This is an optimization exercise on Yosys and OpenROAD, whose aim is small area, not a production implementation. At most, simulation tests tie the RTL to the original design; equivalence was not proved.

==> inputs of wip/quartz <==
Design matched_filter_despreader_sync, start of the top module:
module matched_filter_despreader_sync (sample_i, sample_q, input_sample_valid,clk,reset,
										despread_sample_i, despread_sample_q, despread_sample_valid);
clock: 10.0 ns
lec_check: 0
cap_margin: 20
core_margin: 2
core_utilization: 85
slew_margin: 20
synth_hierarchical: 1
standard.sh (not shown) runs the stock make flow with config.mk's settings and CLKGATE_MAP_FILE= SYNTH_SCRIPT=/design/flow/synth_recipe.tcl, a recipe that flattens the netlist after the stock synthesis.
==> flow/flow/run.sh <==
#!/bin/bash
# Own flow: the standard layout, with a leaner clock tree (no dummy loads,
# clusters of about 16 sinks per clkbuf_8) and the smallest buffer on each port.
# The ORFS output goes to standard.log in this folder.
export CTS_ARGS="-sink_clustering_enable -repair_clock_nets -dont_use_dummy_load -buf_list sky130_fd_sc_hd__clkbuf_8 -sink_clustering_size 16 -sink_clustering_max_diameter 50"
export BUFFER_PORTS_ARGS="-buffer_cell sky130_fd_sc_hd__buf_1"
bash standard.sh > standard.log 2>&1
==> wip/pepper: changes against wip/quartz <==
==> flow/flow/run.sh (replaced) <==
#!/bin/bash
# Own flow: the standard layout, with a leaner clock tree (no dummy loads,
# clusters of about 14 sinks per clkbuf_8) and the smallest buffer on each port.
# The ORFS output goes to standard.log in this folder.
export CTS_ARGS="-sink_clustering_enable -repair_clock_nets -dont_use_dummy_load -buf_list sky130_fd_sc_hd__clkbuf_8 -sink_clustering_size 14 -sink_clustering_max_diameter 45"
export BUFFER_PORTS_ARGS="-buffer_cell sky130_fd_sc_hd__buf_1"
bash standard.sh > standard.log 2>&1
==> wip/juniper: changes against wip/quartz <==
--- a/flow/config.mk
+++ b/flow/config.mk
@@ -8,5 +8,5 @@
 export CAP_MARGIN = 20
 export CORE_MARGIN = 2
-export CORE_UTILIZATION = 85
+export CORE_UTILIZATION = 90
 export SLEW_MARGIN = 20
 export SYNTH_HIERARCHICAL = 1
==> comparison table <==
| metric | wip/pepper | wip/quartz | wip/juniper |
|---|---|---|---|
| Buffers plus inverters on the worst setup path | 0 | 1 | 1 |
| Die Outline Area | 0.03693 mm^2 | 0.03693 mm^2 | 0.03492 mm^2 |
| Setup-violating endpoint count in the final report | 0 | 0 | 1 |
| Count of fill cells added during filler insertion | 1448 | 1437 | 667 |
| Number of antenna violations at the first check in global routing | 2 | 3 | 12 |
| Result of the run | finished clean | finished clean | failed layout checks |
| Reasons for failing layout checks | - | - | setup timing |
| Worst hold slack | 0.3901 ns | 0.3826 ns | 0.3940 ns |
| DR top layer | met4 | met5 | met5 |
| Inserted Diodes | 0 | 1 | 11 |
| Global-route usage over all layers | 40.26% | 41.60% | 55.08% |
| Fraction of cell area in non-clock buffers | 1.623% | 1.628% | 1.740% |
| Worst EP arrival | 9.94 ns | 10.05 ns | 10.55 ns |
| Worst-skew pair later-pin latency | 0.70 ns | 0.68 ns | 0.69 ns |

========
==> xenon <==
Another version of the RTL of matched_filter_despreader_sync (not shown whole).
export LEC_CHECK = 0
export CAP_MARGIN = 20
export CORE_MARGIN = 2
export CORE_UTILIZATION = 60
export SLEW_MARGIN = 20
export SYNTH_HIERARCHICAL = 1
create_clock -name core_clock -period 10.0 [get_ports {clk}]
==> flow/flow/run.sh <==
#!/bin/bash
# Own flow: the standard layout, with a leaner clock tree (no dummy loads,
# clusters of about 30 sinks per clkbuf_16) and the smallest buffer on each port.
# The ORFS output goes to standard.log in this folder.
export CTS_ARGS="-sink_clustering_enable -repair_clock_nets -dont_use_dummy_load -buf_list sky130_fd_sc_hd__clkbuf_16 -sink_clustering_size 30 -sink_clustering_max_diameter 80"
export BUFFER_PORTS_ARGS="-buffer_cell sky130_fd_sc_hd__buf_1"
bash standard.sh > standard.log 2>&1
==> cedar (differences from xenon) <==
==> flow/flow/run.sh (replaced) <==
#!/bin/bash
# Own flow: the standard layout, with a leaner clock tree (no dummy loads,
# clusters of about 16 sinks per clkbuf_8) and the smallest buffer on each port.
# The ORFS output goes to standard.log in this folder.
export CTS_ARGS="-sink_clustering_enable -repair_clock_nets -dont_use_dummy_load -buf_list sky130_fd_sc_hd__clkbuf_8 -sink_clustering_size 16 -sink_clustering_max_diameter 50"
export BUFFER_PORTS_ARGS="-buffer_cell sky130_fd_sc_hd__buf_1"
bash standard.sh > standard.log 2>&1
Settings changed: CORE_UTILIZATION 60 to 75.
==> willow (differences from xenon) <==
==> flow/flow/run.sh (replaced) <==
#!/bin/bash
# Own flow: the standard layout, with a leaner clock tree (no dummy loads,
# clusters of about 16 sinks per clkbuf_8) and the smallest buffer on each port.
# The ORFS output goes to standard.log in this folder.
export CTS_ARGS="-sink_clustering_enable -repair_clock_nets -dont_use_dummy_load -buf_list sky130_fd_sc_hd__clkbuf_8 -sink_clustering_size 16 -sink_clustering_max_diameter 50"
export BUFFER_PORTS_ARGS="-buffer_cell sky130_fd_sc_hd__buf_1"
bash standard.sh > standard.log 2>&1
==> indigo (differences from xenon) <==
==> flow/flow/run.sh (replaced) <==
#!/bin/bash
# Own flow: the standard layout, with a leaner clock tree (no dummy loads,
# clusters of about 12 sinks per clkbuf_4) and the smallest buffer on each port.
# The ORFS output goes to standard.log in this folder.
export CTS_ARGS="-sink_clustering_enable -repair_clock_nets -dont_use_dummy_load -buf_list sky130_fd_sc_hd__clkbuf_4 -sink_clustering_size 12 -sink_clustering_max_diameter 40"
export BUFFER_PORTS_ARGS="-buffer_cell sky130_fd_sc_hd__buf_1"
bash standard.sh > standard.log 2>&1
==> summary of the runs <==
willow produced a clean layout. xenon passed the timing, DRC and antenna checks. indigo completed without violations. cedar completed with no timing, DRC or antenna violations.
Fmax: cedar > xenon > willow > indigo.
The lowest hold slack belongs to cedar, the highest to xenon.
Against indigo, the sequential share of layout area of xenon is lower by 0.32 points.
Against willow, the die area of cedar is smaller by 20%.
Final area: cedar < indigo < willow < xenon.
In area after synthesis, indigo and willow do not differ.
Non-clock buffer count: cedar is lower than willow (3).
Register-to-register slack: indigo is lower than cedar (130 ps).
Between cedar and willow, the lower global-route usage is in willow (gap 8.1 points).

========
==> build 43: inputs <==
matched_filter_despreader_sync, a different RTL version from the one above (not shown whole).
clock: 10.0 ns
lec_check: 0
cap_margin: 20
core_margin: 2
core_utilization: 60
cts_buf_list: sky130_fd_sc_hd__clkbuf_4
cts_cluster_size: 30
slew_margin: 20
synth_hierarchical: 1
run.sh (not shown) runs the stock make flow with config.mk's settings and CLKGATE_MAP_FILE= SYNTH_SCRIPT=/design/flow/synth_recipe.tcl, a recipe that flattens the netlist after the stock synthesis.
Stock flow here: none of the scripts above is used.
==> trial 6: changes against build 43 <==
==> flow/flow/run.sh (new file) <==
#!/bin/bash
export CTS_ARGS="-sink_clustering_enable -repair_clock_nets -dont_use_dummy_load -buf_list sky130_fd_sc_hd__clkbuf_8"
bash standard.sh > standard.log 2>&1
==> flow/standard.sh (new file) <==
#!/bin/bash
# synth_recipe.tcl (not shown) runs the flow's synth.tcl, then flattens the netlist and writes it again
# the make line also repeats each setting of config.mk as NAME=value (left out here)
make -C /OpenROAD-flow-scripts/flow DESIGN_CONFIG=/design/flow/config.mk WORK_HOME=/design/flow/orfs CLKGATE_MAP_FILE= SYNTH_SCRIPT=/design/flow/synth_recipe.tcl "${@:-finish}"
Settings changed: CTS_BUF_LIST sky130_fd_sc_hd__clkbuf_4 to unset, CTS_CLUSTER_SIZE 30 to unset.
removed: flow/run.sh
==> trial 5: changes against build 43 <==
==> flow/flow/run.sh (new file) <==
#!/bin/bash
export CTS_ARGS="-sink_clustering_enable -repair_clock_nets -dont_use_dummy_load -buf_list sky130_fd_sc_hd__clkbuf_8 -sink_clustering_size 20 -sink_clustering_max_diameter 60"
bash standard.sh > standard.log 2>&1
==> flow/standard.sh (new file) <==
#!/bin/bash
# synth_recipe.tcl (not shown) runs the flow's synth.tcl, then flattens the netlist and writes it again
# the make line also repeats each setting of config.mk as NAME=value (left out here)
make -C /OpenROAD-flow-scripts/flow DESIGN_CONFIG=/design/flow/config.mk WORK_HOME=/design/flow/orfs CLKGATE_MAP_FILE= SYNTH_SCRIPT=/design/flow/synth_recipe.tcl "${@:-finish}"
Settings changed: CTS_BUF_LIST sky130_fd_sc_hd__clkbuf_4 to unset, CTS_CLUSTER_SIZE 30 to unset.
removed: flow/run.sh
==> impl_results.md <==
* Outcome: finished clean
* Root Buffer: clkbuf_4
* Via/cell ratio at 5.896
* Arrival time worst endpoint at 9.99 ns
* F_max at 109.7 MHz
* Ratio of cells with drive above 1 in the final layout at 0.1298
(the above is from build 43)
==> impl_results.md <==
* CP cell instances: inv_1 -> ha_1 -> o21bai_1 -> a21oi_2 -> nand2_1 -> fa_1 -> fa_1 -> fa_1 -> fa_1 -> fa_1 -> fa_1 -> fa_1 -> fa_1 -> fa_1 -> ha_1 -> fa_1 -> ha_1 -> ha_1 -> ha_1 -> ha_1 -> fa_1 -> fa_1
* F_max at 109.7 MHz
* First-pass GRT wire length at 120300 um
* Root Buffer: clkbuf_8
* Arrival time worst endpoint at 9.68 ns
* Via/cell ratio at 6.044
* Simple-gate share of the synthesized area at 0.03672
* Ratio of cells with drive above 1 in the final layout at 0.07903
* Outcome: finished clean
(the above is from trial 6)
==> impl_results.md <==
* Adder-Cell Fraction of Synth Area at 0.2769
* Filler cells at 4006
* Crit path time final at 9.058 ns
* Crit path capture type: register
* Ratio of cells with drive above 1 in the final layout at 0.05623
* Outcome: finished clean
* Grt total ovfl at 0
* Root Buffer: clkbuf_8
* Arrival time worst endpoint at 9.61 ns
* F_max at 110.4 MHz
* Final std cells w/o fill at 3073
* Max-slew headroom at 0.2082
* Syn avg cell area at 13.08 um2
* Worst Setup EP: ti[14]$_DFF_P_
(the above is from trial 5)
Function was not checked in any run of this note: the RTL went through the layout flow alone.

==> afterwards: timing with drivers on the ports <==
Ports are ideal in the flow. The routed layouts listed here were re-timed in OpenROAD. Step 1 (the two cells are an assumption about what drives the block):
set clk [get_ports {clk}]
set_driving_cell -lib_cell sky130_fd_sc_hd__clkbuf_16 $clk
set_driving_cell -lib_cell sky130_fd_sc_hd__buf_2 [delete_from_list [all_inputs] $clk]
Step 2 also shifts input and output timing later by t, the mid clock arrival at the registers, as if the neighbouring blocks saw the same clock. Slacks: ideal ports / drivers / drivers and shift; pairs: ideal ports / drivers.
run | t, ns | slack for setup (ns) | cell pins on the clock port's net
wip/quartz | 0.705 | 0.440 / 0.440 / 0.440 | 1
wip/pepper | 0.710 | 0.565 / 0.565 / 0.565 | 1
wip/juniper | 0.716 | -0.005 / -0.005 / -0.005 | 1
xenon | 0.615 | 0.552 / 0.552 / 0.552 | 1
cedar | 0.707 | 0.659 / 0.659 / 0.659 | 1
willow | 0.726 | 0.546 / 0.546 / 0.546 | 1
indigo | 0.863 | 0.532 / 0.532 / 0.532 | 1
build 43 | 1.022 | 0.883 / 0.883 / 0.883 | 1
trial 6 | 0.718 | 0.886 / 0.886 / 0.886 | 1
trial 5 | 0.689 | 0.942 / 0.942 / 0.942 | 1
